From an optimization exercise on the open Yosys and OpenROAD flow, aimed at small area; shortcuts taken in it are not production practice.
Only simulation tests tie the RTL to the original design; equivalence was not proved.

==> flow/design.v, too long to show whole: its modules and the start of the top module <==
// module mux2: 10 lines
// module mux3: 11 lines
// module mux4: 30 lines
// module mux5: 16 lines
// module mux6: 18 lines
// module dlatch_kianV: 11 lines
// module dff_kianV: 17 lines
// module counter: 15 lines
// module alu: 71 lines
// module alu_decoder: 63 lines
// module extend: 16 lines
// module register_file: 16 lines
// module load_alignment: 37 lines
// module store_alignment: 53 lines
// module load_decoder: 36 lines
// module store_decoder: 33 lines
// module muldiv: 104 lines
// module multiplier_decoder: 30 lines
// module multiplier_extension_decoder: 21 lines
// module mul_step: 1447 lines
// module divider_decoder: 32 lines
// module csr_decoder: 63 lines
// module csr_exception_handler: 310 lines
// module ripple_inc: 17 lines
// module ripple_ge: 17 lines
// module ripple_and: 14 lines
// module main_fsm: 686 lines
// module control_unit: 200 lines
// module datapath_unit: 265 lines
// module tag_ram: 40 lines
// module sv32_table_walk: 168 lines
// module sv32_translate_instruction_to_physical: 80 lines
// module sv32_translate_data_to_physical: 87 lines
// module sv32: 150 lines
// module kianv_harris_mc_edition: 278 lines
module kianv_harris_mc_edition #(
    parameter int RESET_ADDR        = 0,
    parameter int SYSTEM_CLK        = 50_000_000,
    parameter int NUM_ENTRIES_ITLB  = 16,
    parameter int NUM_ENTRIES_DTLB  = 16
) (
    input  logic         clk,
    input  logic         resetn,
    output logic         mem_valid,
    input  logic         mem_ready,
    output logic [3:0]   mem_wstrb,
    output logic [33:0]  mem_addr,
    output logic [31:0]  mem_wdata,
    input  logic [31:0]  mem_rdata,
    output logic [31:0]  PC,
    input  logic         access_fault,
    input  logic         IRQ3,
    input  logic         IRQ7,
    input  logic         IRQ9,
    input  logic         IRQ11,
    output logic [63:0]  timer_counter,
    output logic         is_instruction
);
  // ...
==> flow/run.sh <==
#!/bin/bash
# synth_recipe.tcl (not shown) runs the flow's synth.tcl, then flattens the netlist and writes it again
# the make line also repeats each setting of config.mk as NAME=value (left out here)
make -C /OpenROAD-flow-scripts/flow DESIGN_CONFIG=/design/flow/config.mk WORK_HOME=/design/flow/orfs CLKGATE_MAP_FILE= SYNTH_SCRIPT=/design/flow/synth_recipe.tcl finish
==> flow/config.mk <==
export PLATFORM = sky130hd
export DESIGN_NAME = kianv_harris_mc_edition
export DESIGN_NICKNAME = kianv_harris_mc_edition
export VERILOG_FILES = /design/flow/design.v
export SDC_FILE = /design/flow/constraint.sdc
export NUM_CORES = 8
export LEC_CHECK = 0
export ABC_AREA = 1
export CAP_MARGIN = 20
export CORE_MARGIN = 2
export CORE_UTILIZATION = 40
export CTS_CLUSTER_DIAMETER = 100
export CTS_CLUSTER_SIZE = 24
export PLACE_DENSITY = 0.6
export SLEW_MARGIN = 20
==> flow/constraint.sdc <==
create_clock -name core_clock -period 25.0 [get_ports {clk}]
set_input_delay 5.0000 -clock core_clock [delete_from_list [all_inputs] [get_ports {clk}]]
set_output_delay 5.0000 -clock core_clock [all_outputs]
set_load 0.01 [all_outputs]
==> flow_summary.ini, run 1 <==
[timing]
clock.fmax_mhz = 41.49
maxSlewHeadroom = 0.1061
fin_hold_ws_ns = 0.4503
hold_viol = 0

[global_routing]
gr-usage-met3 = 0.07078
antenna_found_initial = 64

[synthesis]
synth_edf_count = 3185
synth_top_family_by_area = simple AND/OR/NAND/NOR gates
synth.area.top_cells = edfxtp_1 (54%), nand2_1 (8.2%), dfxtp_1 (4.4%)
synth_top_area_share = 0.5420
async_flop_share = 0.002236
seq_area_frac_synth = 0.5868
synth_simple_gate_area_frac = 0.1714

[layout]
top_regs = datapath_unit_I.register_file_I.bank0 x992, mmu_I.table_walk_inst.dtlb_I.ppns x320, mmu_I.table_walk_inst.itlb_I.ppns x320
seq_share = 0.5377
top_register = datapath_unit_I.register_file_I.bank0
layout_common_cells = nand2_1 (3865), edfxtp_1 (3185), inv_1 (1605), nand3_1 (1381), o21ai_0 (1233)
multi_input_area_share = 0.3294
fillCellCount = 42080
largest_reg_flops = 992
drive_gt1_frac = 0.06957
fin_nets = 18150

[status]
status = timing/DRC/antenna clean

[clock_tree]
post_cts_buffers = 0
cts_hold_buffers = 0
cts_tree = built

[floorplanning]
die_w_um = 668.2
core-area_um2 = 438700
num_io_pins = 208

[critical_path]
critPathMaxFanout = 70
cp-start-kind = primary input
slowest_delay_ns = 0.64
crit_arrival_ns = 19.10

[hold_path]
min_to = mmu_I.table_walk_inst.itlb_I.valid[10]$_SDFFE_PP0P_

[placed_design]
dp_hpwl_um = 540600
dp_slack_ns = 1.161

[run]
cap_viol_max_count = 0

[routing]
viasPerCell = 6.103
==> run 2, diff against run 1 <==
--- a/flow/config.mk
+++ b/flow/config.mk
@@ -7,9 +7,9 @@
 export LEC_CHECK = 0
 export ABC_AREA = 1
-export CAP_MARGIN = 20
+export CAP_MARGIN = 40
 export CORE_MARGIN = 2
 export CORE_UTILIZATION = 40
 export CTS_CLUSTER_DIAMETER = 100
-export CTS_CLUSTER_SIZE = 24
+export CTS_CLUSTER_SIZE = 20
 export PLACE_DENSITY = 0.6
-export SLEW_MARGIN = 20
+export SLEW_MARGIN = 40
==> run 2 against run 1 <==
  * Still clean
  * Wire length increased by 0.24%
  * Critical path depth stayed put
  * Cell count increased by 0.17%
  * Critical path type unchanged
  * Highest routed layer unchanged
==> flow_summary.ini, run 2 <==
[global_routing]
track_usage = 0.3449
grt_overflow = 0
antenna_found_initial = 70
grt_start_max_net_pins = 184
grt_pass1_vias = 133200
use_met1 = 0.4528
grtUsageMet2 = 0.5059
grt_pass1_wl_um = 1080000
gr-usage-met3 = 0.07094
grt_busiest_layer = met2

[clock_tree]
h-tree-depth = 4
cts.repair.resized = 0
cts_hold_buffers = 0
clk_latency_ns = 1.04
clockRootBuffer = clkbuf_16
cts_buffer_depth = 4
clk_pin_slew_ns = 0.09
cts-buffers-inserted = 211
numClockSinks = 3578
post_cts_buffers = 0
cts_tree = built

[hold_path]
min_to = mmu_I.table_walk_inst.itlb_I.valid[10]$_SDFFE_PP0P_
hold_depth = 2
hp-class = reg2reg
min_from = mmu_I.table_walk_inst.itlb_I.valid[10]$_SDFFE_PP0P_

[floorplanning]
die_h_um = 668.2
die_w_um = 668.2
start_util = 0.4022
row_count = 243
num_io_pins = 208
core-area_um2 = 438700
die_area_um2 = 446500

[synthesis]
ys_ff_latch = 3578
synth-main-ff-cell = edfxtp_1
ys_top_cells_by_count = nand2_1 (3870), edfxtp_1 (3185), inv_1 (1615), nand3_1 (1383), nor2_1 (1300)
ys_types = 79
synth_edf_count = 3185
synth_most_common_cell = nand2_1
async_flop_share = 0.002236
synth_warnings = 21
yosysTopAreaCell = edfxtp_1
synth_top_area_share = 0.5420
syn_inst = 17560
avgSynthCellArea_um2 = 10.05
seq_area_frac_synth = 0.5868
netlist_area_um2 = 176500
synth.area.top_cells = edfxtp_1 (54%), nand2_1 (8.2%), dfxtp_1 (4.4%)

[timing]
fin_ws_ns = 0.8609
slew_viol_final = 0
fin_crit_ns = 24.14
grt_setup_unrepaired = no
tns_ns = 0
fin_crit_sh = 0.9656
clock.fmax_mhz = 41.43
hold_viol = 0
setup_viol = 0
maxSlewHeadroom = 0.2655
worst_clock_skew_ns = 0.1139
fin_hold_ws_ns = 0.4480
worstMarginPinSlew_ns = 1.090

[critical_path]
end_kind = output port
worstReg2RegEnd = datapath_unit_I.LR[31]$_DFFE_PP_
r2r_slack_ns = 6.00
slowest_delay_ns = 0.63
r2r-start = control_unit_I.main_fsm_I.state[5]$_SDFFE_PN0N_
critPathMaxFanout = 70
required_ns = 20.00
cp_common_cell = fa_1
crit_type = in2out
slowest_stage = fa_1
cp-start-kind = primary input
reg2regPathDepth = 73
crit_arrival_ns = 19.14

[layout]
largest_reg_flops = 992
layout_common_cells = nand2_1 (3864), edfxtp_1 (3185), inv_1 (1593), nand3_1 (1380), o21ai_0 (1202)
multi_input_area_um2 = 63830
drive_gt1_frac = 0.07579
top_regs = datapath_unit_I.register_file_I.bank0 x992, mmu_I.table_walk_inst.dtlb_I.ppns x320, mmu_I.table_walk_inst.itlb_I.ppns x320
final_common_cell = nand2_1
area_growth_pct = 9.788
seqCellArea_um2 = 103600
fillCellCount = 42000
top_register = datapath_unit_I.register_file_I.bank0
fin_nets = 18190

[routing]
wl_um = 791200
viasPerCell = 6.123
drc = 0
vias = 144200
drt-initial-drc-count = 22800
wl_per_cell_um = 33.59
firstDrtPassIters = 9
postRouteAntennaNets = 0

[placed_design]
gp_congestion = 1.065
numPortBuffers = 205
dp_hpwl_um = 541500
dp_slack_ns = 1.180

[status]
status = timing/DRC/antenna clean

[run]
cap_viol_max_count = 0
==> run 2: area by class of cell <==
class	instances	area share
Clock inverter	28	0.002002
Clock buffer	278	0.02915
Multi-Input combinational cell	11310	0.3295
Timing Repair Buffer	755	0.03340
Antenna cell	32	0.0004134
Inverter	1697	0.03304
Sequential cell	3578	0.5346
Tap cell	5880	0.03798
==> run 2: how the worst max path moves through the flow <==
stage                      endpoint     startpoint  slack, ns
after floorplan           mem_valid  mem_rdata[20]       4.25
after global placement    mem_valid  mem_rdata[20]       1.35
after global routing      mem_valid  mem_rdata[20]       0.27
final                     mem_valid  mem_rdata[20]       0.86
after CTS                 mem_valid  mem_rdata[20]       1.15
after detailed placement  mem_valid  mem_rdata[20]       1.18
==> run 2: critical path: cells and delay by family <==
kind | cells | cell delay [ns]
adders and majority gates | 15 | 5.93
and+or+nand+nor | 38 | 5.47
buffers and inverters | 10 | 2.05
AOI/OAI and AO/OA | 5 | 0.62
==> run 2: cell families (layout without fill, tap and decap cells) <==
group,count (synthesis),in the layout,synth area share
simple gates,7156,7156,0.1714
other cells,1,34,0.00002125
mux,17,17,0.0009643
xor+xnor,220,220,0.01092
buf+inv,2679,2758,0.06125
fa+ha+maj,598,598,0.05453
flops,3578,3578,0.5868
compound gates,3313,3313,0.1141
==> run 2: per-layer routing <==
metal  up-vias  part of all wire
met4        18             0.088
met5         -           0.00014
li1      61110                 -
met2      9449              0.42
met3      2018              0.11
met1     71630              0.38
==> run 2: stage by stage <==
stage,instances,cell area [um^2],util
floorplan,17560,176500,-
finish,23550,193700,0.4416
global placement,23200,186800,0.4258
CTS,23520,193500,0.4410
detailed placement,23210,187400,0.4272
global route,23530,193700,0.4414
==> module muldiv, before the edit <==
module muldiv (
    input  wire        clk,
    input  wire        resetn,
    input  wire [31:0] a,
    input  wire [31:0] b,
    input  wire [2:0]  funct3,
    input  wire        valid,
    output logic [31:0] result,
    output logic        ready
);
  localparam logic [1:0] IDLE = 2'd0, BUSY = 2'd1, FIN = 2'd2;
  logic [1:0]  state;
  logic [4:0]  cnt;
  logic [63:0] R;
  wire is_div   = funct3[2];
  wire is_rem   = funct3[1];             
  wire d_signed = ~funct3[0];            
  wire m_sa     = (funct3[1:0] == 2'b01) | (funct3[1:0] == 2'b10);
  wire m_sb     = (funct3[1:0] == 2'b01);
  wire start = (state == IDLE) & valid & ~ready;
  logic [7:0]  m_d;
  logic        m_d8;
  logic [33:0] m_h;
  always_comb begin
    case (state)
      BUSY:    m_d = b[15:8];
      FIN:     m_d = b[23:16];
      default: m_d = ready ? b[31:24] : b[7:0];
    endcase
    m_d8 = ready & m_sb & b[31];
    m_h  = (state == IDLE && !ready) ? 34'd0 : R[57:24];
  end
  wire [41:0] m_y;
  mul_step mul_step_I (
      .a (a),
      .s (m_sa & a[31]),
      .d (m_d),
      .d8(m_d8),
      .h (m_h),
      .y (m_y)
  );
  wire        d_neg   = d_signed & b[31];
  wire [31:0] rem_nxt = {R[62:32], R[31]};
  wire [31:0] d_op    = b ^ {32{~d_neg}};
  wire [31:0] d_s;
  wire q;
  assign {q, d_s} = {1'b0, rem_nxt} + {1'b0, d_op} + {32'b0, ~d_neg};    
  wire [31:0] neg_in  = (state == IDLE) ? a : (is_rem ? R[63:32] : R[31:0]);
  wire [31:0] neg_out = ~neg_in + 32'd1;
  wire neg_fix = d_signed & (is_rem ? a[31] : ((a[31] ^ b[31]) & (|b)));
  always_ff @(posedge clk) begin
    if (!resetn) begin
      state <= IDLE;
      ready <= 1'b0;
      cnt   <= 5'd0;
    end else begin
      case (state)
        IDLE: begin
          ready <= 1'b0;
          if (start) begin
            state <= BUSY;
            cnt   <= 5'd0;
          end
        end
        BUSY: begin
          cnt <= cnt + 5'd1;
          if (!is_div || (&cnt)) state <= FIN;
        end
        FIN: begin
          ready <= 1'b1;
          state <= IDLE;
        end
        default: state <= IDLE;
      endcase
    end
  end
  always_ff @(posedge clk) begin
    if (is_div) begin
      if (start) begin
        R[31:0]  <= (d_signed & a[31]) ? neg_out : a;
        R[63:32] <= 32'd0;
      end else if (state == BUSY) begin
        R[31:0]  <= {R[30:0], q};
        R[63:32] <= q ? d_s : rem_nxt;
      end else if (state == FIN && neg_fix) begin
        if (is_rem) R[63:32] <= neg_out;
        else        R[31:0]  <= neg_out;
      end
    end else begin
      if (start || state == BUSY || state == FIN) begin
        R[57:24] <= m_y[41:8];
        R[23:0]  <= {m_y[7:0], R[23:8]};
      end
    end
  end
  always_comb begin
    if (is_div)
      result = is_rem ? R[63:32] : R[31:0];
    else if (funct3[1:0] == 2'b00)
      result = {m_y[7:0], R[23:0]};
    else
      result = m_y[39:8];
  end
endmodule
==> module datapath_unit, before the edit <==
module datapath_unit #(
    parameter RESET_ADDR = 0,
    parameter SYSTEM_CLK = 50_000_000
) (
    input  logic                         clk,
    input  logic                         resetn,
    input  logic [$clog2(6)   -1:0]   ResultSrc,
    input  logic [$clog2(22) -1:0]   ALUControl,
    input  logic [$clog2(5)     -1:0]   ALUSrcA,
    input  logic [$clog2(4)     -1:0]   ALUSrcB,
    input  logic [2:0]                   ImmSrc,
    input  logic [$clog2(3) -1:0]   STOREop,
    input  logic [$clog2(5)  -1:0]   LOADop,
    input  logic [$clog2(4)   -1:0]   MULop,
    input  logic [$clog2(4)   -1:0]   DIVop,
    input  logic [$clog2(7)   -1:0]   CSRop,
    input  logic                         CSRwe,
    input  logic                         CSRre,
    output logic                         Zero,
    output logic                         immb10,
    input  logic                         RegWrite,
    input  logic                         PCWrite,
    input  logic                         AdrSrc,
    input  logic                         MemWrite,
    input  logic                         incr_inst_retired,
    input  logic                         store_instr,
    input  logic                         ALUOutWrite,
    input  logic                         amo_temp_write_operation,
    input  logic                         amo_set_reserved_state_load,
    input  logic                         amo_buffered_data,
    input  logic                         amo_buffered_address,
    output logic                         amo_reserved_state_load,
    input  logic                         muxed_Aluout_or_amo_rd_wr,
    input  logic                         select_ALUResult,
    input  logic                         select_amo_temp,
    output logic [31:0]                  Instr,
    output logic [3:0]                   mem_wstrb,
    output logic [31:0]                  mem_addr,
    output logic [31:0]                  mem_wdata,
    input  logic [31:0]                  mem_rdata,
    input  logic                         mul_valid,
    output logic                         mul_ready,
    input  logic                         div_valid,
    output logic                         div_ready,
    output logic [31:0]                  ProgCounter,
    input  logic                         exception_event,
    input  logic [31:0]                  cause,
    input  logic [31:0]                  badaddr,
    input  logic                         mret,
    input  logic                         sret,
    input  logic                         wfi_event,
    output logic                         csr_access_fault,
    output logic [1:0]                   privilege_mode,
    output logic [31:0]                  satp,
    output logic                         tlb_flush,
    output logic [31:0]                  mstatus,
    output logic [63:0]                  timer_counter,
    input  logic                         page_fault,
    input  logic                         selectPC,
    input  logic                         IRQ3,
    input  logic                         IRQ7,
    input  logic                         IRQ9,
    input  logic                         IRQ11,
    output logic                         IRQ_TO_CPU_CTRL1,
    output logic                         IRQ_TO_CPU_CTRL3,
    output logic                         IRQ_TO_CPU_CTRL5,
    output logic                         IRQ_TO_CPU_CTRL7,
    output logic                         IRQ_TO_CPU_CTRL9,
    output logic                         IRQ_TO_CPU_CTRL11,
    input  logic                         in_fetch,
    input  logic                         lr_we,
    input  logic [1:0]                   lr_src,
    input  logic                         bad_alu,
    input  logic                         bad_fetch
);
  wire [4:0] Rs1 = Instr[19:15];
  wire [4:0] Rs2 = Instr[24:20];
  wire [4:0] Rd  = Instr[11:7];
  logic [31:0] RdData;
  logic [31:0] WD3;
  register_file register_file_I (
      .clk(clk),
      .we (RegWrite),
      .A1 (in_fetch ? mem_rdata[24:20] : Rs1),
      .A3 (Rd),
      .wd (WD3),
      .rd1(RdData)
  );
  logic [31:0] ImmExt;
  logic [31:0] PC, OldPC;
  logic [31:0] A2;
  logic [31:0] SrcA, SrcB;
  logic [31:0] ALUResult;
  logic [31:0] MULExtResult;
  logic [31:0] ALUOut;
  logic [31:0] Result;
  logic [3:0]  wmask;
  logic [31:0] Data;
  logic [31:0] LR;           
  logic [31:0] CSRData;
  logic [1:0]  mem_addr_align_latch;
  assign immb10      = ImmExt[10];
  assign ProgCounter = OldPC;
  assign mem_wstrb   = wmask & {4{MemWrite}};
  assign WD3         = Result;
  logic [11:0] CSRAddr;
  assign CSRAddr = Instr[31:20];
  logic [31:0] exception_next_pc;
  logic        exception_select;
  assign mem_addr = AdrSrc ? ALUOut : PC;
  always_comb begin
    case (ResultSrc)
      1, 3, 4: Result = LR;
      2: Result = ALUResult;
      0: Result = muxed_Aluout_or_amo_rd_wr ? {31'b0, amo_buffered_data} : ALUOut;
      default: Result = ALUOut;
    endcase
  end
  always_ff @(posedge clk) begin
    if (!resetn)
      PC <= RESET_ADDR;
    else if (PCWrite)
      PC <= exception_select ? exception_next_pc : Result;
  end
  always_ff @(posedge clk) begin
    if (store_instr) Instr <= mem_rdata;
    if (!resetn)
      OldPC <= RESET_ADDR;
    else if (store_instr)
      OldPC <= PC;
  end
  always_ff @(posedge clk) begin
    if (!resetn)
      amo_reserved_state_load <= 1'b0;
    else if (amo_set_reserved_state_load)
      amo_reserved_state_load <= amo_buffered_data;
  end
  always_ff @(posedge clk) begin
    if (ALUOutWrite)
      ALUOut <= ALUResult;
  end
  always_ff @(posedge clk) begin
    mem_addr_align_latch <= mem_addr[1:0];
    if (store_instr) A2 <= RdData;
  end
  logic fetch_hs;
  always_ff @(posedge clk) begin
    if (in_fetch) fetch_hs <= store_instr;
  end
  wire [31:0] trap_value = ({32{bad_alu}} & ALUOut) |
                           ({32{bad_fetch & fetch_hs}} & OldPC) |
                           ({32{bad_fetch & ~fetch_hs}} & PC) |
                           badaddr;    
  always_ff @(posedge clk) begin
    if (lr_we) begin
      case (lr_src)
        2'd0:    LR <= Data;
        2'd1:    LR <= MULExtResult;
        2'd2:    LR <= CSRData;
        default: LR <= ALUResult;
      endcase
    end
  end
  extend extend_I (
      .instr(Instr[31:7]),
      .immsrc(ImmSrc),
      .immext(ImmExt)
  );
  store_alignment store_alignment_I (
      .addr(mem_addr[1:0]),
      .STOREop(STOREop),
      .data(select_amo_temp ? LR : A2),
      .result(mem_wdata),
      .wmask(wmask)
  );
  load_alignment load_alignment_I (
      .addr(mem_addr_align_latch),
      .LOADop(LOADop),
      .data(mem_rdata),
      .result(Data)
  );
  always_comb begin
    case (ALUSrcA)
      0:            SrcA = PC;
      1:        SrcA = OldPC;
      2:       SrcA = RdData;    
      3: SrcA = LR;
      default:             SrcA = 32'd0;
    endcase
  end
  always_comb begin
    case (ALUSrcB)
      0: SrcB = A2;
      1: SrcB = ImmExt;
      2: SrcB = 32'd4;
      default:       SrcB = 32'd0;
    endcase
  end
  alu alu_I (
      .a(SrcA),
      .b(SrcB),
      .alucontrol(ALUControl),
      .result(ALUResult),
      .zero(Zero)
  );
  logic muldiv_ready;
  muldiv muldiv_I (
      .clk   (clk),
      .resetn(resetn),
      .a     (SrcA),
      .b     (SrcB),
      .funct3(Instr[14:12]),
      .valid (mul_valid | div_valid),
      .result(MULExtResult),
      .ready (muldiv_ready)
  );
  assign mul_ready = muldiv_ready;
  assign div_ready = 1'b0;
  logic [31:0] pc_on_exception;
  mux2 #(32) mux_select_pc_on_exception_I (
      .d0(OldPC),
      .d1(PC),
      .sel(selectPC),
      .y(pc_on_exception)
  );
  csr_exception_handler #(
      .SYSTEM_CLK(SYSTEM_CLK)
  ) csr_exception_handler_I (
      .clk              (clk),
      .resetn           (resetn),
      .incr_inst_retired(incr_inst_retired),
      .CSRAddr          (CSRAddr),
      .CSRop            (CSRop),
      .Rd1              (SrcA),
      .uimm             (Rs1),
      .we               (CSRwe),
      .re               (CSRre),
      .exception_event  (exception_event),
      .mret             (mret),
      .sret             (sret),
      .wfi_event        (wfi_event),
      .cause            (cause),
      .pc               (pc_on_exception),
      .badaddr          (trap_value),
      .privilege_mode   (privilege_mode),
      .rdata            (CSRData),
      .exception_next_pc(exception_next_pc),
      .exception_select (exception_select),
      .csr_access_fault (csr_access_fault),
      .satp             (satp),
      .tlb_flush        (tlb_flush),
      .mstatus          (mstatus),
      .timer_counter    (timer_counter),
      .IRQ3             (IRQ3),
      .IRQ7             (IRQ7),
      .IRQ9             (IRQ9),
      .IRQ11            (IRQ11),
      .IRQ_TO_CPU_CTRL1 (IRQ_TO_CPU_CTRL1),    
      .IRQ_TO_CPU_CTRL3 (IRQ_TO_CPU_CTRL3),    
      .IRQ_TO_CPU_CTRL5 (IRQ_TO_CPU_CTRL5),    
      .IRQ_TO_CPU_CTRL7 (IRQ_TO_CPU_CTRL7),    
      .IRQ_TO_CPU_CTRL9 (IRQ_TO_CPU_CTRL9),    
      .IRQ_TO_CPU_CTRL11(IRQ_TO_CPU_CTRL11)    
  );
endmodule
==> module tag_ram, before the edit <==
module tag_ram #(
    parameter int unsigned IDX_W = 4,
    parameter int unsigned TAG_W = 16,
    parameter int unsigned FW    = 4
) (
    input  wire              clk,
    input  wire              resetn,
    input  wire              flush,
    input  wire [IDX_W-1:0]  idx,
    input  wire [TAG_W-1:0]  tag,
    input  wire              we,
    input  wire [19:0]       ppn_i,
    input  wire [FW-1:0]     flags_i,
    output logic             hit_o,
    output logic [19:0]      ppn_o,
    output logic [FW-1:0]    flags_o
);
  localparam int unsigned LINES = 2 ** IDX_W;
  logic [TAG_W-1:0] tags  [0:LINES-1];
  logic [19:0]      ppns  [0:LINES-1];
  logic [FW-1:0]    flags [0:LINES-1];
  logic [LINES-1:0] valid;
  assign hit_o   = (tags[idx] == tag) && valid[idx];
  assign ppn_o   = ppns[idx];
  assign flags_o = flags[idx];
  always_ff @(posedge clk) begin
    if (!resetn || flush) begin
      valid <= '0;
    end else if (we) begin
      valid[idx] <= 1'b1;
    end
  end
  always_ff @(posedge clk) begin
    if (we) begin
      tags[idx]  <= tag;
      ppns[idx]  <= ppn_i;
      flags[idx] <= flags_i;
    end
  end
endmodule
==> run 3, diff against run 2 <==
--- a/flow/design.v
+++ b/flow/design.v
@@ -470,5 +470,7 @@
     input  wire [2:0]  funct3,
     input  wire        valid,
-    output logic [31:0] result,
+    input  wire        ext_we,        
+    input  wire [31:0] ext_d,
+    output logic [31:0] result,       
     output logic        ready
 );
@@ -539,6 +541,19 @@
     end
   end
+  logic [31:0] fin_result;
+  always_comb begin
+    if (is_div)
+      fin_result = is_rem ? R[63:32] : R[31:0];
+    else if (funct3[1:0] == 2'b00)
+      fin_result = {m_y[7:0], R[23:0]};
+    else
+      fin_result = m_y[39:8];
+  end
   always_ff @(posedge clk) begin
-    if (is_div) begin
+    if (ready) begin
+      R[31:0] <= fin_result;
+    end else if (ext_we) begin
+      R[31:0] <= ext_d;
+    end else if (is_div) begin
       if (start) begin
         R[31:0]  <= (d_signed & a[31]) ? neg_out : a;
@@ -558,12 +573,5 @@
     end
   end
-  always_comb begin
-    if (is_div)
-      result = is_rem ? R[63:32] : R[31:0];
-    else if (funct3[1:0] == 2'b00)
-      result = {m_y[7:0], R[23:0]};
-    else
-      result = m_y[39:8];
-  end
+  assign result = R[31:0];
 endmodule
 `default_nettype none
@@ -3565,13 +3573,11 @@
                            ({32{bad_fetch & ~fetch_hs}} & PC) |
                            badaddr;    
-  always_ff @(posedge clk) begin
-    if (lr_we) begin
-      case (lr_src)
-        2'd0:    LR <= Data;
-        2'd1:    LR <= MULExtResult;
-        2'd2:    LR <= CSRData;
-        default: LR <= ALUResult;
-      endcase
-    end
+  logic [31:0] lr_d;
+  always_comb begin
+    case (lr_src)
+      2'd0:    lr_d = Data;
+      2'd2:    lr_d = CSRData;
+      default: lr_d = ALUResult;
+    endcase
   end
   extend extend_I (
@@ -3625,5 +3631,7 @@
       .funct3(Instr[14:12]),
       .valid (mul_valid | div_valid),
-      .result(MULExtResult),
+      .ext_we(lr_we && lr_src != 2'd1),
+      .ext_d (lr_d),
+      .result(LR),
       .ready (muldiv_ready)
   );
@@ -3700,5 +3708,5 @@
   logic [FW-1:0]    flags [0:LINES-1];
   logic [LINES-1:0] valid;
-  assign hit_o   = (tags[idx] == tag) && valid[idx];
+  assign hit_o   = (tags[idx] == tag) && valid[idx] && !flush;
   assign ppn_o   = ppns[idx];
   assign flags_o = flags[idx];
--- a/flow/config.mk
+++ b/flow/config.mk
@@ -7,9 +7,9 @@
 export LEC_CHECK = 0
 export ABC_AREA = 1
-export CAP_MARGIN = 40
+export CAP_MARGIN = 10
 export CORE_MARGIN = 2
 export CORE_UTILIZATION = 40
-export CTS_CLUSTER_DIAMETER = 100
-export CTS_CLUSTER_SIZE = 20
+export CTS_CLUSTER_DIAMETER = 80
+export CTS_CLUSTER_SIZE = 26
 export PLACE_DENSITY = 0.6
-export SLEW_MARGIN = 40
+export SLEW_MARGIN = 10
==> run 3 against run 2 <==
  * Design area is 0.77% lower
  * Die area is 0.89% lower
  * Hold slack better by 0.0084 ns
  * Synthesized area is 0.90% lower
  * Utilization is 0.057 points higher
  * Critical path depth is 11 lower
  * The layout now fails its checks (max-slew violations)
  * Setup slack worse by 0.22 ns
  * Register-to-register slack better by 0.90 ns
  * Clock skew is 0.021 ns lower
==> flow_summary.ini, run 3 <==
[synthesis]
ys_top_cells_by_count = nand2_1 (3847), edfxtp_1 (3153), inv_1 (1515), nand3_1 (1425), o21ai_0 (1296)
synth_edf_count = 3153
avgSynthCellArea_um2 = 10.03
yosysTopAreaCell = edfxtp_1
synth_top_area_share = 0.5414
netlist_area_um2 = 174900
synth-main-ff-cell = edfxtp_1
synth_most_common_cell = nand2_1
async_flop_share = 0.002256
synth.area.top_cells = edfxtp_1 (54%), nand2_1 (8.3%), dfxtp_1 (4.4%)
syn_inst = 17440
seq_area_frac_synth = 0.5867
synth_warnings = 21
ys_types = 83
ys_ff_latch = 3546

[layout]
largest_reg_flops = 992
top_register = datapath_unit_I.register_file_I.bank0
area_growth_pct = 9.934
top_regs = datapath_unit_I.register_file_I.bank0 x992, mmu_I.table_walk_inst.dtlb_I.ppns x320, mmu_I.table_walk_inst.itlb_I.ppns x320
fin_nets = 18080
layout_common_cells = nand2_1 (3840), edfxtp_1 (3153), inv_1 (1501), nand3_1 (1425), o21ai_0 (1248)
final_common_cell = nand2_1
drive_gt1_frac = 0.07527

[status]
so.violations = max-slew violations
status = finished with violations

[critical_path]
crit_type = in2out
r2r_slack_ns = 6.90
r2r-start = control_unit_I.main_fsm_I.state[5]$_SDFFE_PN0N_
end_kind = output port
crit_end = mem_valid
required_ns = 20.00
cp-start-kind = primary input
crit_start = mem_rdata[20]
critPathMaxFanout = 41
cp_common_cell = fa_1
crit_arrival_ns = 19.36
slowest_stage = clkdlybuf4s50_1
worstReg2RegEnd = datapath_unit_I.muldiv_I.R[31]$_DFFE_PP_
slowest_delay_ns = 0.84
reg2regPathDepth = 66

[clock_tree]
clockRootBuffer = clkbuf_16
cts-buffers-inserted = 190
post_cts_buffers = 0
h-tree-depth = 4
clk_latency_ns = 1.04
cts_hold_buffers = 0
numClockSinks = 3546
clk_pin_slew_ns = 0.10
cts_tree = built
cts.repair.resized = 0
cts_buffer_depth = 4

[routing]
wl_um = 838900
postRouteAntennaNets = 0
vias = 145600
viasPerCell = 6.237
wl_per_cell_um = 35.94
firstDrtPassIters = 7
drt-initial-drc-count = 23370
drc = 0

[timing]
worstMarginPinSlew_ns = 1.508
fin_crit_sh = 0.9743
clock.fmax_mhz = 41.06
fin_crit_ns = 24.36
setup_viol = 0
hold_viol = 0
slew_viol_final = 1
worst_clock_skew_ns = 0.09330
maxSlewHeadroom = -0.005037
tns_ns = 0
grt_setup_unrepaired = no

[floorplanning]
row_count = 242
die_w_um = 665.2
die_h_um = 665.2
core-area_um2 = 434800
num_io_pins = 208
die_area_um2 = 442500
start_util = 0.4022

[global_routing]
grt_pass1_vias = 132400
grt_start_max_net_pins = 209
grt_pass1_wl_um = 1130000
grt_overflow = 0
track_usage = 0.3679
antenna_found_initial = 106

[run]
cap_viol_max_count = 0

[placed_design]
dp_hpwl_um = 580600
gp_congestion = 1.119
numPortBuffers = 205

[hold_path]
hold_depth = 2
hp-class = reg2reg
[run 3: changes by cell type in the layout (fill, tap and decap cells not counted), moves of 31 or more]
| cell | delta |
|---|---|
| o21ai_1 | -40 |
| inv_1 | -92 |
| nand4_1 | -54 |
| edfxtp_1 | -32 |
| a211oi_1 | -45 |
| o211ai_1 | +64 |
| a21oi_1 | +88 |
| a22oi_1 | +31 |
| nand3_1 | +45 |
| o32ai_1 | -33 |
| o2111ai_1 | -37 |
| buf_4 | +67 |
| o21ai_0 | +46 |
| nand2_2 | -32 |
[run 3: layout make-up]
| type | count | area [um^2] |
|---|---|---|
| Tap cell | 5734 | 7174 |
| Clock buffer | 234 | 5110 |
| Inverter | 1603 | 6043 |
| Clock inverter | 80 | 1214 |
| Fill cell | 41650 | 242600 |
| Timing Repair Buffer | 792 | 6594 |
| Sequential cell | 3546 | 102600 |
| Multi-Input combinational cell | 11310 | 63400 |
| Antenna cell | 45 | 112.6 |
[run 3: how the worst min path moves through the flow]
| stage | from | end | slack, ns |
|---|---|---|---|
| 2_1_floorplan | flip-flop | flip-flop | 0.42 |
| 3_3_place_gp | flip-flop | flip-flop | 0.43 |
| 3_5_place_dp | mmu_I.table_walk_inst.dtlb_I.valid[2]$_SDFFE_PP0P_ | mmu_I.table_walk_inst.dtlb_I.valid[2]$_SDFFE_PP0P_ | 0.44 |
| 4_1_cts | mmu_I.table_walk_inst.dtlb_I.valid[1]$_SDFFE_PP0P_ | mmu_I.table_walk_inst.dtlb_I.valid[1]$_SDFFE_PP0P_ | 0.45 |
| 5_1_grt | mmu_I.table_walk_inst.dtlb_I.valid[11]$_SDFFE_PP0P_ | mmu_I.table_walk_inst.dtlb_I.valid[11]$_SDFFE_PP0P_ | 0.47 |
| 6_report | mmu_I.table_walk_inst.dtlb_I.valid[2]$_SDFFE_PP0P_ | mmu_I.table_walk_inst.dtlb_I.valid[2]$_SDFFE_PP0P_ | 0.46 |
[run 3: logic make-up (layout without fill, tap and decap cells)]
kind of cell    Yosys count  count (layout)  synth area share
fa+ha+maj               598             598           0.05502
xor+xnor                194             194          0.009717
compound gates         3453            3453            0.1189
other cells               1              47        0.00002144
flops                  3546            3546            0.5867
simple gates           7046            7046            0.1696
mux                      16              16         0.0009158
buf+inv                2584            2709           0.05924
[run 3: critical path, delay by kind of cell]
kind | cells | cell delay (ns)
adders and majority gates | 14 | 6.03
and+or+nand+nor | 32 | 4.68
buffers and inverters | 6 | 2.75
AOI/OAI and AO/OA | 5 | 0.83
[run 3: routing by layer]
| metal | GRT usage | wire, um | vias up | share of wire |
|---|---|---|---|---|
| met2 | 0.5299 | 349000 | 10160 | 0.42 |
| met5 | 0.0009767 | 517 | - | 0.00062 |
| met4 | 0.2616 | 74530 | 70 | 0.089 |
| li1 | - | - | 60840 | - |
| met3 | 0.1003 | 101400 | 2318 | 0.12 |
| met1 | 0.4784 | 313500 | 72200 | 0.37 |
[run 3: stage by stage]
step	hold slack (ns)	worst slack, ns	cell area (um^2)	utilization	instances
after detailed placement	0.4378	1.099	185700	0.4272	22980
after floorplan	0.4174	4.412	174900	-	17440
after CTS	0.4543	1.175	192100	0.4417	23300
final	0.4565	0.6433	192200	0.4421	23340
after global routing	0.4718	0.06349	192200	0.4419	23310
after global placement	0.4306	1.252	185700	0.4271	22980
==> run 4, diff against run 3 <==
--- a/flow/config.mk
+++ b/flow/config.mk
@@ -7,9 +7,9 @@
 export LEC_CHECK = 0
 export ABC_AREA = 1
-export CAP_MARGIN = 10
+export CAP_MARGIN = 20
 export CORE_MARGIN = 2
 export CORE_UTILIZATION = 40
-export CTS_CLUSTER_DIAMETER = 80
-export CTS_CLUSTER_SIZE = 26
-export PLACE_DENSITY = 0.6
-export SLEW_MARGIN = 10
+export CTS_CLUSTER_DIAMETER = 100
+export CTS_CLUSTER_SIZE = 24
+export PLACE_DENSITY = 0.7
+export SLEW_MARGIN = 20
==> run 4 against run 3 <==
  * Now clean on timing, DRC and antenna
  * Critical path depth increased by 2
  * Synthesized area unchanged
  * Via count increased by 0.94%
  * Utilization decreased by 0.18 points
  * Hold slack got worse by 0.0077 ns
  * Sequential share of layout area increased by 0.22 points
==> flow_summary.ini, run 4 <==
[synthesis]
synth_warnings = 21
ys_types = 83
avgSynthCellArea_um2 = 10.03
synth_most_common_cell = nand2_1
async_flop_share = 0.002256
netlist_area_um2 = 174900
yosysTopAreaCell = edfxtp_1
synth.area.top_cells = edfxtp_1 (54%), nand2_1 (8.3%), dfxtp_1 (4.4%)
seq_area_frac_synth = 0.5867
synth_edf_count = 3153
ys_top_cells_by_count = nand2_1 (3847), edfxtp_1 (3153), inv_1 (1515), nand3_1 (1425), o21ai_0 (1296)
ys_ff_latch = 3546
synth_top_area_share = 0.5414
syn_inst = 17440
synth-main-ff-cell = edfxtp_1

[timing]
tns_ns = 0
fin_hold_ws_ns = 0.4488
fin_crit_sh = 0.9812
slew_viol_final = 0
clock.fmax_mhz = 40.77
maxSlewHeadroom = 0.03428
worst_clock_skew_ns = 0.1243
fin_crit_ns = 24.53
worstMarginPinSlew_ns = 1.433
grt_setup_unrepaired = no
hold_viol = 0
setup_viol = 0

[layout]
fin_nets = 18080
largest_reg_flops = 992
final_common_cell = nand2_1
final_core_util = 0.4403
drive_gt1_frac = 0.07289
layout_common_cells = nand2_1 (3843), edfxtp_1 (3153), inv_1 (1502), nand3_1 (1424), o21ai_0 (1228)
top_register = datapath_unit_I.register_file_I.bank0
area_growth_pct = 9.482
top_regs = datapath_unit_I.register_file_I.bank0 x992, mmu_I.table_walk_inst.dtlb_I.ppns x320, mmu_I.table_walk_inst.itlb_I.ppns x320

[floorplanning]
num_io_pins = 208
start_util = 0.4022
die_h_um = 665.2
core-area_um2 = 434800
die_w_um = 665.2
row_count = 242
die_area_um2 = 442500

[routing]
wl_per_cell_um = 34.15
vias = 147000
viasPerCell = 6.294
wl_um = 797400
postRouteAntennaNets = 0
drc = 0
firstDrtPassIters = 10
drt-initial-drc-count = 26090

[clock_tree]
cts-buffers-inserted = 179
h-tree-depth = 4
cts_hold_buffers = 0
cts_buffer_depth = 4
clk_latency_ns = 1.03
cts_tree = built
clk_pin_slew_ns = 0.10
numClockSinks = 3546
clockRootBuffer = clkbuf_16

[global_routing]
antenna_found_initial = 113
grt_overflow = 0
track_usage = 0.3496
grt_pass1_wl_um = 1085000
grt_pass1_vias = 133800
grt_start_max_net_pins = 220

[critical_path]
cp-start-kind = primary input
end_kind = output port
slowest_delay_ns = 0.77
cp_num_buf_inv = 6
slowest_stage = dlymetal6s2s_1
crit_arrival_ns = 19.53
critPathMaxFanout = 54
crit_type = in2out
required_ns = 20.00
cp_common_cell = fa_1
cp_top_family = adder cells
r2r_slack_ns = 7.20

[placed_design]
numPortBuffers = 205
gp_congestion = 1.166
dp_hpwl_um = 546600

[hold_path]
hp-class = reg2reg

[run]
cap_viol_max_count = 0

[status]
status = timing/DRC/antenna clean
-- run 4: cell count changes in the layout (fill, tap and decap cells not counted), moves of 7 or more --
cell,before,now
o21ai_0,1248,1228
clkbuf_16,197,182
buf_4,575,568
inv_12,13,2
clkinv_8,13,6
a221oi_1,163,155
diode_2,45,80
clkbuf_1,32,63
a221oi_2,0,8
nor2_2,58,67
nor2_1,1204,1193
o21ai_1,71,93
-- run 4: worst reg2reg max path: cells and delay by family (launching register included) --
kind | cells | cell delay [ns]
flip-flops | 1 | 0.60
adder cells (fa/ha/maj) | 19 | 7.57
AO/OA/AOI/OAI | 14 | 3.03
buffers and inverters | 17 | 3.28
AND/OR/NAND/NOR | 17 | 3.03
-- run 4: per-layer routing --
| layer | vias to the layer above | GRT usage | wire (um) |
|---|---|---|---|
| li1 | 60870 | - | - |
| met1 | 71380 | 0.4290 | 275200 |
| met5 | - | 0.001519 | 445 |
| met4 | 50 | 0.2872 | 81910 |
| met2 | 11820 | 0.4940 | 325600 |
| met3 | 2839 | 0.1236 | 114300 |
-- run 4: cells by family after synthesis --
family | synth area share
flip-flops | 0.5867
AND/OR/NAND/NOR | 0.1696
other | 0.00002144
XOR/XNOR | 0.009717
adder cells (fa/ha/maj) | 0.05502
buffers and inverters | 0.05924
AO/OA/AOI/OAI | 0.1189
multiplexers | 0.0009158
-- run 4: metrics by stage --
step	instance area, um^2	cells	setup slack, ns
floorplan	174900	17440	4.412
global placement	185600	22970	0.6935
detailed placement	185600	22970	0.4538
CTS	190900	23240	0.5110
global route	191300	23280	0.06521
finish	191500	23350	0.4708
-- run 4: worst paths after layout --
path,from,to,cells after the start
worst max-delay path,mem_rdata[20],mem_valid,59
worst min-delay path,mmu_I.table_walk_inst.itlb_I.valid[5]$_SDFFE_PP0P_,mmu_I.table_walk_inst.itlb_I.valid[5]$_SDFFE_PP0P_,2
worst max register to register,control_unit_I.main_fsm_I.state[5]$_SDFFE_PN0N_,datapath_unit_I.muldiv_I.R[57]$_DFFE_PP_,67
worst min register to register,mmu_I.table_walk_inst.itlb_I.valid[5]$_SDFFE_PP0P_,mmu_I.table_walk_inst.itlb_I.valid[5]$_SDFFE_PP0P_,2
max in group asynchronous,resetn,mmu_I.state[1]$_DFFE_PN0P_,2
min in group asynchronous,resetn,mmu_I.data_translate_inst.state[0]$_DFFE_PN0P_,2
-- run 4: area by class of cell --
class                      count  area (um^2)
clock buffer                 246         4793
sequential                  3546       102600
antenna                       80        200.2
tap                         5734         7174
inverter                    1603         6043
multi-input combinational  11310        63480
fill                       41010       243400
timing repair buffer         801         6749
clock inverter                29        422.9
-- run 4: repair_timing --
action / in CTS / in global routing
buffers inserted: 0 / 0
gates resized for setup: 0 / 1
endpoints found under the setup margin: 0 / 1
==> run 5, diff against run 4 <==
--- a/flow/config.mk
+++ b/flow/config.mk
@@ -12,4 +12,4 @@
 export CTS_CLUSTER_DIAMETER = 100
 export CTS_CLUSTER_SIZE = 24
-export PLACE_DENSITY = 0.7
+export PLACE_DENSITY = 0.6
 export SLEW_MARGIN = 20
==> run 5 against run 4 <==
  * Fmax increased by 1.2%
  * Setup slack improved by 0.30 ns
  * Cell count decreased by 0.11%
  * Sequential share of layout area about the same
  * Utilization about the same
  * Flip-flop and latch count unchanged
  * Via count decreased by 0.64%
  * Design area about the same
  * Clock skew decreased by 0.051 ns
  * Wire length increased by 5.2%
  * Largest cell class unchanged
  * Highest routed layer unchanged
==> flow_summary.ini, run 5 <==
[status]
status = timing/DRC/antenna clean

[floorplanning]
num_io_pins = 208
row_count = 242
die_h_um = 665.2
die_w_um = 665.2
die_area_um2 = 442500
start_util = 0.4022
core-area_um2 = 434800

[routing]
drc = 0
drt-initial-drc-count = 23740
viasPerCell = 6.261
wl_per_cell_um = 35.98
vias = 146000
wl_um = 839100
firstDrtPassIters = 10
postRouteAntennaNets = 0

[critical_path]
crit_start = mem_rdata[20]
cp-start-kind = primary input
required_ns = 20.00
cp_common_cell = fa_1
crit_type = in2out
slowest_delay_ns = 0.80
crit_arrival_ns = 19.23
critPathMaxFanout = 41
slowest_stage = clkdlybuf4s50_1
end_kind = output port
r2r-start = control_unit_I.main_fsm_I.state[5]$_SDFFE_PN0N_

[timing]
fin_crit_ns = 24.23
hold_viol = 0
worstMarginPinSlew_ns = 1.389
clock.fmax_mhz = 41.27
fin_crit_sh = 0.9692
tns_ns = 0
slew_viol_final = 0
setup_viol = 0
worst_clock_skew_ns = 0.07371
maxSlewHeadroom = 0.07412
grt_setup_unrepaired = no

[synthesis]
synth_warnings = 21
synth-main-ff-cell = edfxtp_1
synth_top_area_share = 0.5414
ys_ff_latch = 3546
syn_inst = 17440
avgSynthCellArea_um2 = 10.03
seq_area_frac_synth = 0.5867
synth_most_common_cell = nand2_1
async_flop_share = 0.002256
synth.area.top_cells = edfxtp_1 (54%), nand2_1 (8.3%), dfxtp_1 (4.4%)
netlist_area_um2 = 174900
synth_edf_count = 3153
ys_top_cells_by_count = nand2_1 (3847), edfxtp_1 (3153), inv_1 (1515), nand3_1 (1425), o21ai_0 (1296)
ys_types = 83
yosysTopAreaCell = edfxtp_1

[clock_tree]
cts_hold_buffers = 0
cts.repair.resized = 0
cts_buffer_depth = 4
h-tree-depth = 4
numClockSinks = 3546
clockRootBuffer = clkbuf_16
cts_tree = built
clk_latency_ns = 1.02
clk_pin_slew_ns = 0.10
cts-buffers-inserted = 184
post_cts_buffers = 0

[hold_path]
min_from = mmu_I.table_walk_inst.itlb_I.valid[6]$_SDFFE_PP0P_
hp-class = reg2reg

[run]
cap_viol_max_count = 0

[global_routing]
grt_pass1_vias = 132500
grt_busiest_layer = met2
grt_start_max_net_pins = 209
grtUsageMet2 = 0.5306
grt_pass1_wl_um = 1129000
gr-usage-met3 = 0.09566
track_usage = 0.3677
antenna_found_initial = 102
use_met1 = 0.4802
grt_overflow = 0

[layout]
top_register = datapath_unit_I.register_file_I.bank0
final_core_util = 0.4407
area_growth_pct = 9.577
fin_nets = 18080
top_regs = datapath_unit_I.register_file_I.bank0 x992, mmu_I.table_walk_inst.dtlb_I.ppns x320, mmu_I.table_walk_inst.itlb_I.ppns x320
largest_reg_flops = 992
final_common_cell = nand2_1
layout_common_cells = nand2_1 (3840), edfxtp_1 (3153), inv_1 (1500), nand3_1 (1425), o21ai_0 (1247)
drive_gt1_frac = 0.07332

[placed_design]
dp_hpwl_um = 580800
gp_congestion = 1.119
numPortBuffers = 205
## run 5: cell types whose count changed in the layout (fill, tap and decap cells not counted), sizes merged
cell           previous run  this run
clkinv                   62        67
clkbuf                  249       243
dlymetal6s2s              1         0
diode                    80        49
inv                    1569      1572
buf                     596       599
clkdlybuf4s50           201       202
## run 5: worst paths after layout
check / endpoint / slack (ns) / depth (start not counted)
setup reg to reg: datapath_unit_I.muldiv_I.R[31]$_DFFE_PP_ / 6.72 / 66
hold / removal: mmu_I.table_walk_inst.itlb_I.valid[6]$_SDFFE_PP0P_ / 0.45 / 2
min in group asynchronous: mmu_I.instr_translate_inst.page_fault$_DFF_PN0_ / 5.03 / 3
max in group asynchronous: mmu_I.state[0]$_DFFE_PN0P_ / 19.50 / 3
hold reg to reg: mmu_I.table_walk_inst.itlb_I.valid[6]$_SDFFE_PP0P_ / 0.45 / 2
setup / recovery: mem_valid / 0.77 / 57
## run 5: logic make-up after synthesis
kind of cell / synth area share
and+or+nand+nor: 0.1696
DFF: 0.5867
AOI/OAI and AO/OA: 0.1189
buffers and inverters: 0.05924
adders and majority gates: 0.05502
xor gates and xnor gates: 0.009717
muxes: 0.0009158
other: 0.00002144
## run 5: critical path, delay by kind of cell
family | cells | cell delay (ns)
buf+inv | 6 | 2.69
fa+ha+maj | 14 | 6.02
simple gates | 32 | 4.62
compound gates | 5 | 0.84
## run 5: layout make-up
| cell class | instances | area [um^2] |
|---|---|---|
| antenna | 49 | 122.6 |
| clock buffer | 243 | 4932 |
| clock inverter | 37 | 590.6 |
| fill | 41710 | 243200 |
| inverter | 1603 | 6043 |
| multi-input combinational | 11310 | 63470 |
| sequential | 3546 | 102600 |
| tap | 5734 | 7174 |
| timing repair buffer | 801 | 6696 |
## run 5: per-layer routing
layer / vias up / share of wire
met5: - / 0.00052
met4: 58 / 0.089
met3: 2354 / 0.12
met2: 10210 / 0.42
met1: 72560 / 0.37
li1: 60830 / -
## run 5: per-stage QoR
step                      area, um^2  worst slack, ns  instances  hold WS [ns]
after floorplan               174900            4.412      17440        0.4174
after CTS                     191300            1.121      23270        0.4511
after global placement        185700            1.252      22980        0.4306
after detailed placement      185800            1.039      22990        0.4358
final                         191600           0.7691      23320        0.4534
after global routing          191500           0.1926      23280        0.4711
==> run 6, diff against run 5 <==
==> flow/flow/run.sh (new file) <==
#!/bin/bash
# Layout flow: the standard layout (standard.sh, unchanged synthesis,
# floorplan, power grid and placement) with two changes to how the layout
# is made:
#   - clock tree synthesis without dummy loads (the clustering of
#     config.mk's CTS_CLUSTER_SIZE / CTS_CLUSTER_DIAMETER)
#   - the input/output port buffers use sky130_fd_sc_hd__buf_2
# Every tool's output goes to a log file in this folder (make's output to
# flow_make.log; ORFS keeps each step's log under orfs/logs/).
set -euo pipefail
export CTS_ARGS="-sink_clustering_enable -repair_clock_nets -sink_clustering_size 30 -sink_clustering_max_diameter 60 -dont_use_dummy_load"
export BUFFER_PORTS_ARGS="-buffer_cell sky130_fd_sc_hd__buf_2"
bash standard.sh finish > flow_make.log 2>&1
==> flow/standard.sh (new file) <==
#!/bin/bash
# synth_recipe.tcl (not shown) runs the flow's synth.tcl, then flattens the netlist and writes it again
# the make line also repeats each setting of config.mk as NAME=value (left out here)
make -C /OpenROAD-flow-scripts/flow DESIGN_CONFIG=/design/flow/config.mk WORK_HOME=/design/flow/orfs CLKGATE_MAP_FILE= SYNTH_SCRIPT=/design/flow/synth_recipe.tcl "${@:-finish}"
--- a/flow/config.mk
+++ b/flow/config.mk
@@ -10,6 +10,6 @@
 export CORE_MARGIN = 2
 export CORE_UTILIZATION = 40
-export CTS_CLUSTER_DIAMETER = 100
-export CTS_CLUSTER_SIZE = 24
+export CTS_CLUSTER_DIAMETER = 60
+export CTS_CLUSTER_SIZE = 30
 export PLACE_DENSITY = 0.6
-export SLEW_MARGIN = 20
+export SLEW_MARGIN = 30
removed: flow/run.sh
==> run 6 against run 5 <==
  * Hold slack got worse by 0.0085 ns
  * Clock skew grew 0.061 ns
  * Critical endpoint unchanged
  * Non-clock buffer count is 29 lower
  * Utilization grew 0.33 points
  * Still clean
==> flow_summary.ini, run 6 <==
[critical_path]
critPathMaxFanout = 52
worstReg2RegEnd = datapath_unit_I.muldiv_I.R[31]$_DFFE_PP_
slowest_stage = nand2_4
crit_start = mem_rdata[20]
cp_common_cell = fa_1
end_kind = output port
r2r-start = control_unit_I.main_fsm_I.state[5]$_SDFFE_PN0N_
slowest_delay_ns = 0.81
required_ns = 20.00
crit_end = mem_valid
r2r_slack_ns = 7.11
reg2regPathDepth = 66
cp-start-kind = primary input
crit_arrival_ns = 18.18
crit_type = in2out

[synthesis]
synth_most_common_cell = nand2_1
seq_area_frac_synth = 0.5867
synth_edf_count = 3153
synth-main-ff-cell = edfxtp_1
async_flop_share = 0.002256
synth_warnings = 21
synth_top_family_by_area = simple AND/OR/NAND/NOR gates
yosysTopAreaCell = edfxtp_1
syn_inst = 17440
ys_types = 83
synth_top_area_share = 0.5414
synth_xor_area_frac = 0.009717
muxShareOfSynthArea = 0.0009158
avgSynthCellArea_um2 = 10.03
ys_top_cells_by_count = nand2_1 (3847), edfxtp_1 (3153), inv_1 (1515), nand3_1 (1425), o21ai_0 (1296)
synth_simple_gate_area_frac = 0.1696
synth.area.top_cells = edfxtp_1 (54%), nand2_1 (8.3%), dfxtp_1 (4.4%)
synth-compound-area-share = 0.1189
synth_fa_ha_area_frac = 0.05502
ys_ff_latch = 3546
netlist_area_um2 = 174900

[layout]
drive_gt1_frac = 0.08975
layout_common_cells = nand2_1 (3842), edfxtp_1 (3153), inv_1 (1501), nand3_1 (1425), o21ai_0 (1234)
multi_input_area_um2 = 63610
final_common_cell = nand2_1
fin_nets = 18190
seqCellArea_um2 = 102600
fillCellCount = 41330
top_regs = datapath_unit_I.register_file_I.bank0 x992, mmu_I.table_walk_inst.dtlb_I.ppns x320, mmu_I.table_walk_inst.itlb_I.ppns x320
area_growth_pct = 10.41
largest_reg_flops = 992
top_register = datapath_unit_I.register_file_I.bank0
fin_area_um2 = 193100

[clock_tree]
post_cts_buffers = 0
clk_latency_ns = 1.03
cts_buffer_depth = 4
cts.repair.resized = 0
h-tree-depth = 5
clk_pin_slew_ns = 0.06
cts_hold_buffers = 0
cts-buffers-inserted = 318
cts_tree = built
clockRootBuffer = clkbuf_16
numClockSinks = 3546

[status]
status = timing/DRC/antenna clean

[hold_path]
hp-class = reg2reg

[timing]
setup_viol = 0
fin_crit_sh = 0.9272
fin_crit_ns = 23.18
worstMarginPinSlew_ns = 1.288
tns_ns = 0
grt_setup_unrepaired = no
worst_clock_skew_ns = 0.1344
hold_viol = 0
clock.fmax_mhz = 43.14
maxSlewHeadroom = 0.1391
slew_viol_final = 0

[run]
cap_viol_max_count = 0

[floorplanning]
row_count = 242
start_util = 0.4022
core-area_um2 = 434800
die_area_um2 = 442500
num_io_pins = 208
die_h_um = 665.2
die_w_um = 665.2

[routing]
wl_per_cell_um = 35.32
wl_um = 825300
firstDrtPassIters = 9
vias = 147000
viasPerCell = 6.290
drc = 0
postRouteAntennaNets = 0
drt-initial-drc-count = 25730

[global_routing]
antenna_found_initial = 110
track_usage = 0.3622
grt_pass1_wl_um = 1118000
grt_start_max_net_pins = 164
grt_pass1_vias = 133500
grt_overflow = 0

[placed_design]
dp_hpwl_um = 562600
gp_congestion = 1.130
numPortBuffers = 205
placedInstanceArea_um2 = 184700
[run 6: cell counts after synthesis]
Identical to the previous run, type by type.
[run 6: stage by stage]
step | hold slack, ns | utilization | setup slack, ns | instances
floorplan | 0.4174 | - | 4.412 | 17440
global placement | 0.4287 | 0.4241 | 2.230 | 22940
detailed placement | 0.4331 | 0.4248 | 2.195 | 22950
CTS | 0.4433 | 0.4431 | 2.210 | 23270
global route | 0.4584 | 0.4437 | 1.348 | 23320
finish | 0.4449 | 0.4440 | 1.819 | 23370
[run 6: layer usage]
layer,track usage,up-vias,part of all wire
li1,-,61000,-
met1,0.4664,72660,0.37
met2,0.5129,10650,0.41
met3,0.1077,2644,0.13
met4,0.2736,46,0.094
met5,0,-,0.00047
[run 6: worst min-delay path by stage]
stage	startpoint	to	cells after the start
6_report	mmu_I.table_walk_inst.itlb_I.valid[6]$_SDFFE_PP0P_	mmu_I.table_walk_inst.itlb_I.valid[6]$_SDFFE_PP0P_	2
2_1_floorplan	flip-flop	flip-flop	1
5_1_grt	mmu_I.table_walk_inst.itlb_I.valid[5]$_SDFFE_PP0P_	mmu_I.table_walk_inst.itlb_I.valid[5]$_SDFFE_PP0P_	2
3_3_place_gp	flip-flop	flip-flop	1
3_5_place_dp	mmu_I.table_walk_inst.itlb_I.valid[6]$_SDFFE_PP0P_	mmu_I.table_walk_inst.itlb_I.valid[6]$_SDFFE_PP0P_	2
4_1_cts	mmu_I.table_walk_inst.itlb_I.valid[6]$_SDFFE_PP0P_	mmu_I.table_walk_inst.itlb_I.valid[6]$_SDFFE_PP0P_	2
[run 6: cell families after synthesis]
group | Yosys count
adder cells (fa/ha/maj) | 598
AO/OA/AOI/OAI | 3453
XOR/XNOR | 194
AND/OR/NAND/NOR | 7046
other | 1
flip-flops | 3546
multiplexers | 16
buffers and inverters | 2584
[run 6: final cells by class]
cell class	count	area share
Sequential cell	3546	0.5314
Multi-Input combinational cell	11310	0.3295
Clock buffer	318	0.04122
Tap cell	5734	0.03716
Inverter	1603	0.03131
Timing Repair Buffer	772	0.02836
Antenna cell	87	0.001128
[run 6: worst max-delay path, delay by kind of cell]
family | cells | cell delay, ns
adder cells (fa/ha/maj) | 15 | 5.80
AND/OR/NAND/NOR | 30 | 4.95
AO/OA/AOI/OAI | 5 | 0.78
buffers and inverters | 8 | 1.55
==> run 7, diff against run 6 <==
==> flow/flow/run.sh (replaced) <==
#!/bin/bash
# Layout flow: the standard layout (standard.sh, unchanged synthesis,
# floorplan, power grid and placement) with two changes to how the layout
# is made:
#   - clock tree synthesis without dummy loads (same clustering as
#     config.mk's CTS_CLUSTER_SIZE / CTS_CLUSTER_DIAMETER)
#   - the input/output port buffers use sky130_fd_sc_hd__buf_2
#   - after global routing, gates on paths with positive slack are
#     downsized where timing allows (ORFS's power recovery step)
# Every tool's output goes to a log file in this folder (make's output to
# flow_make.log; ORFS keeps each step's log under orfs/logs/).
set -euo pipefail
export CTS_ARGS="-sink_clustering_enable -repair_clock_nets -sink_clustering_size 24 -sink_clustering_max_diameter 100 -dont_use_dummy_load"
export BUFFER_PORTS_ARGS="-buffer_cell sky130_fd_sc_hd__buf_2"
export RECOVER_POWER=100
bash standard.sh finish > flow_make.log 2>&1
--- a/flow/config.mk
+++ b/flow/config.mk
@@ -10,6 +10,6 @@
 export CORE_MARGIN = 2
 export CORE_UTILIZATION = 40
-export CTS_CLUSTER_DIAMETER = 60
-export CTS_CLUSTER_SIZE = 30
+export CTS_CLUSTER_DIAMETER = 100
+export CTS_CLUSTER_SIZE = 24
 export PLACE_DENSITY = 0.6
 export SLEW_MARGIN = 30
==> run 7 against run 6 <==
  * The layout now fails its checks (max-capacitance violations, max-slew violations)
  * Hold slack better by 0.0038 ns
  * Die area unchanged
  * Critical endpoint unchanged
  * Cell count is 0.53% lower
  * Design area fell by 2.9%
  * Global-route usage shrank 0.17 points
==> flow_summary.ini, run 7 <==
[status]
status = finished with violations
so.violations = max-capacitance violations, max-slew violations

[critical_path]
crit_end = mem_valid
crit_type = in2out
cp_num_buf_inv = 8
cp_common_cell = nand2_1
crit_arrival_ns = 19.13
slowest_delay_ns = 2.22
required_ns = 20.00
cp-start-kind = primary input
r2r_slack_ns = 3.69
reg2regPathDepth = 65
slowest_stage = clkbuf_1
worstSetupPathDepth = 36
crit_start = mem_rdata[20]
critPathMaxFanout = 112
r2r-start = datapath_unit_I.Instr[13]$_DFFE_PP_
end_kind = output port
cp_top_family = buffers and inverters

[floorplanning]
start_util = 0.4022
die_h_um = 665.2
num_io_pins = 208
core-area_um2 = 434800
row_count = 242
die_w_um = 665.2
die_area_um2 = 442500

[global_routing]
track_usage = 0.3605
grt_start_max_net_pins = 164
grt_pass1_wl_um = 1113000
antenna_found_initial = 108
grt_overflow = 0
grt_pass1_vias = 132000

[routing]
wl_per_cell_um = 35.40
vias = 146100
drt-initial-drc-count = 24900
drc = 0
viasPerCell = 6.284
wl_met3_um = 105000
postRouteAntennaNets = 0
top_layer = met5
wl_met1_um = 302600
wl_um = 822800
firstDrtPassIters = 6
wl_met2_um = 337800

[hold_path]
hold_depth = 2
min_from = mmu_I.table_walk_inst.itlb_I.valid[6]$_SDFFE_PP0P_
min_to = mmu_I.table_walk_inst.itlb_I.valid[6]$_SDFFE_PP0P_
hp-class = reg2reg

[timing]
fin_ws_ns = 0.8683
fin_crit_ns = 24.13
clock.fmax_mhz = 41.44
grt_setup_unrepaired = no
tns_ns = 0
maxSlewHeadroom = -4.860
worstMarginPinSlew_ns = 8.789
fin_crit_sh = 0.9653
setup_viol = 0
hold_viol = 0
slew_viol_final = 7225
worst_clock_skew_ns = 0.1504

[placed_design]
dp_slack_ns = 2.195
numPortBuffers = 205
dp_hpwl_um = 562600
gp_congestion = 1.130

[synthesis]
synth_warnings = 21
synth_most_common_cell = nand2_1
syn_inst = 17440
avgSynthCellArea_um2 = 10.03
synth.area.top_cells = edfxtp_1 (54%), nand2_1 (8.3%), dfxtp_1 (4.4%)
netlist_area_um2 = 174900
synth_top_area_share = 0.5414
synth-main-ff-cell = edfxtp_1
synth_edf_count = 3153
async_flop_share = 0.002256
seq_area_frac_synth = 0.5867
ys_top_cells_by_count = nand2_1 (3847), edfxtp_1 (3153), inv_1 (1515), nand3_1 (1425), o21ai_0 (1296)
ys_types = 83
yosysTopAreaCell = edfxtp_1
ys_ff_latch = 3546

[clock_tree]
numClockSinks = 3546
h-tree-depth = 4
cts_hold_buffers = 0
post_cts_buffers = 0
clockRootBuffer = clkbuf_16
cts_tree = built
clk_latency_ns = 1.04
cts.repair.resized = 0
cts_buffer_depth = 4
cts-buffers-inserted = 182
clk_pin_slew_ns = 0.09

[layout]
top_regs = datapath_unit_I.register_file_I.bank0 x992, mmu_I.table_walk_inst.dtlb_I.ppns x320, mmu_I.table_walk_inst.itlb_I.ppns x320
largest_reg_flops = 992
final_common_cell = nand2_1
seqCellArea_um2 = 102600
top_register = datapath_unit_I.register_file_I.bank0
fillCellCount = 42170
fin_nets = 18050
drive_gt1_frac = 0.05013
layout_common_cells = nand2_1 (3846), edfxtp_1 (3153), inv_1 (1508), nand3_1 (1426), o21ai_0 (1294)
multi_input_area_um2 = 62630
area_growth_pct = 7.205

[run]
cap_viol_max_count = 231
run 7: cell counts after synthesis:
Identical to the previous run, type by type.
run 7: kinds of logic after synthesis:
logic type | share of synthesized area
multiplexers | 0.0009158
flip-flops | 0.5867
XOR/XNOR | 0.009717
buffers and inverters | 0.05924
adder cells (fa/ha/maj) | 0.05502
other | 0.00002144
AND/OR/NAND/NOR | 0.1696
AO/OA/AOI/OAI | 0.1189
run 7: worst max path at each step:
stage                endpoint  cells past startpoint     startpoint
floorplan           mem_valid                     65  mem_rdata[20]
global placement    mem_valid                     61  mem_rdata[20]
detailed placement  mem_valid                     61  mem_rdata[20]
CTS                 mem_valid                     61  mem_rdata[20]
run 7: per-layer routing:
layer / up-vias / GRT usage
met2: 10770 / 0.5126
li1: 60710 / -
met1: 71990 / 0.4661
met5: - / 0.0006511
met3: 2554 / 0.1053
met4: 38 / 0.2659
run 7: cell type report:
class                      instances  area share
timing repair buffer             774     0.02267
tap                             5734     0.03827
multi-input combinational      11310      0.3341
sequential                      3546      0.5472
antenna                           96    0.001281
inverter                        1603     0.03216
clock buffer                     182     0.02429
run 7: metrics by stage:
step / util / area (um^2) / hold WS, ns / std cells
floorplan: - / 174900 / 0.4174 / 17440
detailed placement: 0.4248 / 184700 / 0.4331 / 22950
global placement: 0.4241 / 184400 / 0.4287 / 22940
CTS: 0.4352 / 189200 / 0.4467 / 23140
finish: 0.4312 / 187500 / 0.4487 / 23240
global route: 0.4308 / 187300 / 0.4600 / 23190

## what the ideal ports hide
The flow's constraints put no driver on any port. The routed layouts listed below were extracted and timed again, unchanged, in two steps. Step 1, drivers: a clkbuf_16 drives clk and a buf_2 each remaining input, both assumed. Step 2 moves the port delays by t, midway between the first and last clock arrival at a register: inputs arrive t later, outputs are due t later. That takes back most of the time a late clock gives input paths. a / b / c = no drivers / after step 1 / after step 2; a / b = the first two.
| run | t, ns | slack for setup (ns) | slew at the worst register clock pin (ns) | worst data-port slew with drivers (ns) |
|---|---|---|---|---|
| run 1 | 1.098 | 0.899 / 0.872 / 0.872 | 0.11 / 0.11 | 0.32 |
| run 2 | 1.099 | 0.861 / 0.835 / 0.835 | 0.11 / 0.11 | 0.34 |
| run 3 | 1.116 | 0.643 / 0.620 / 0.620 | 0.11 / 0.11 | 0.32 |
| run 4 | 1.095 | 0.471 / 0.452 / 0.452 | 0.12 / 0.12 | 0.55 |
| run 5 | 1.104 | 0.769 / 0.748 / 0.748 | 0.11 / 0.11 | 0.29 |
| run 6 | 1.079 | 1.819 / 1.799 / 1.799 | 0.10 / 0.10 | 0.40 |
| run 7 | 1.069 | 0.868 / 0.844 / 0.644 | 0.11 / 0.11 | 0.32 |
For run 7, which loses most, drivers alone change the setup slack by -0.024 ns; drivers and shift together by -0.224 ns.
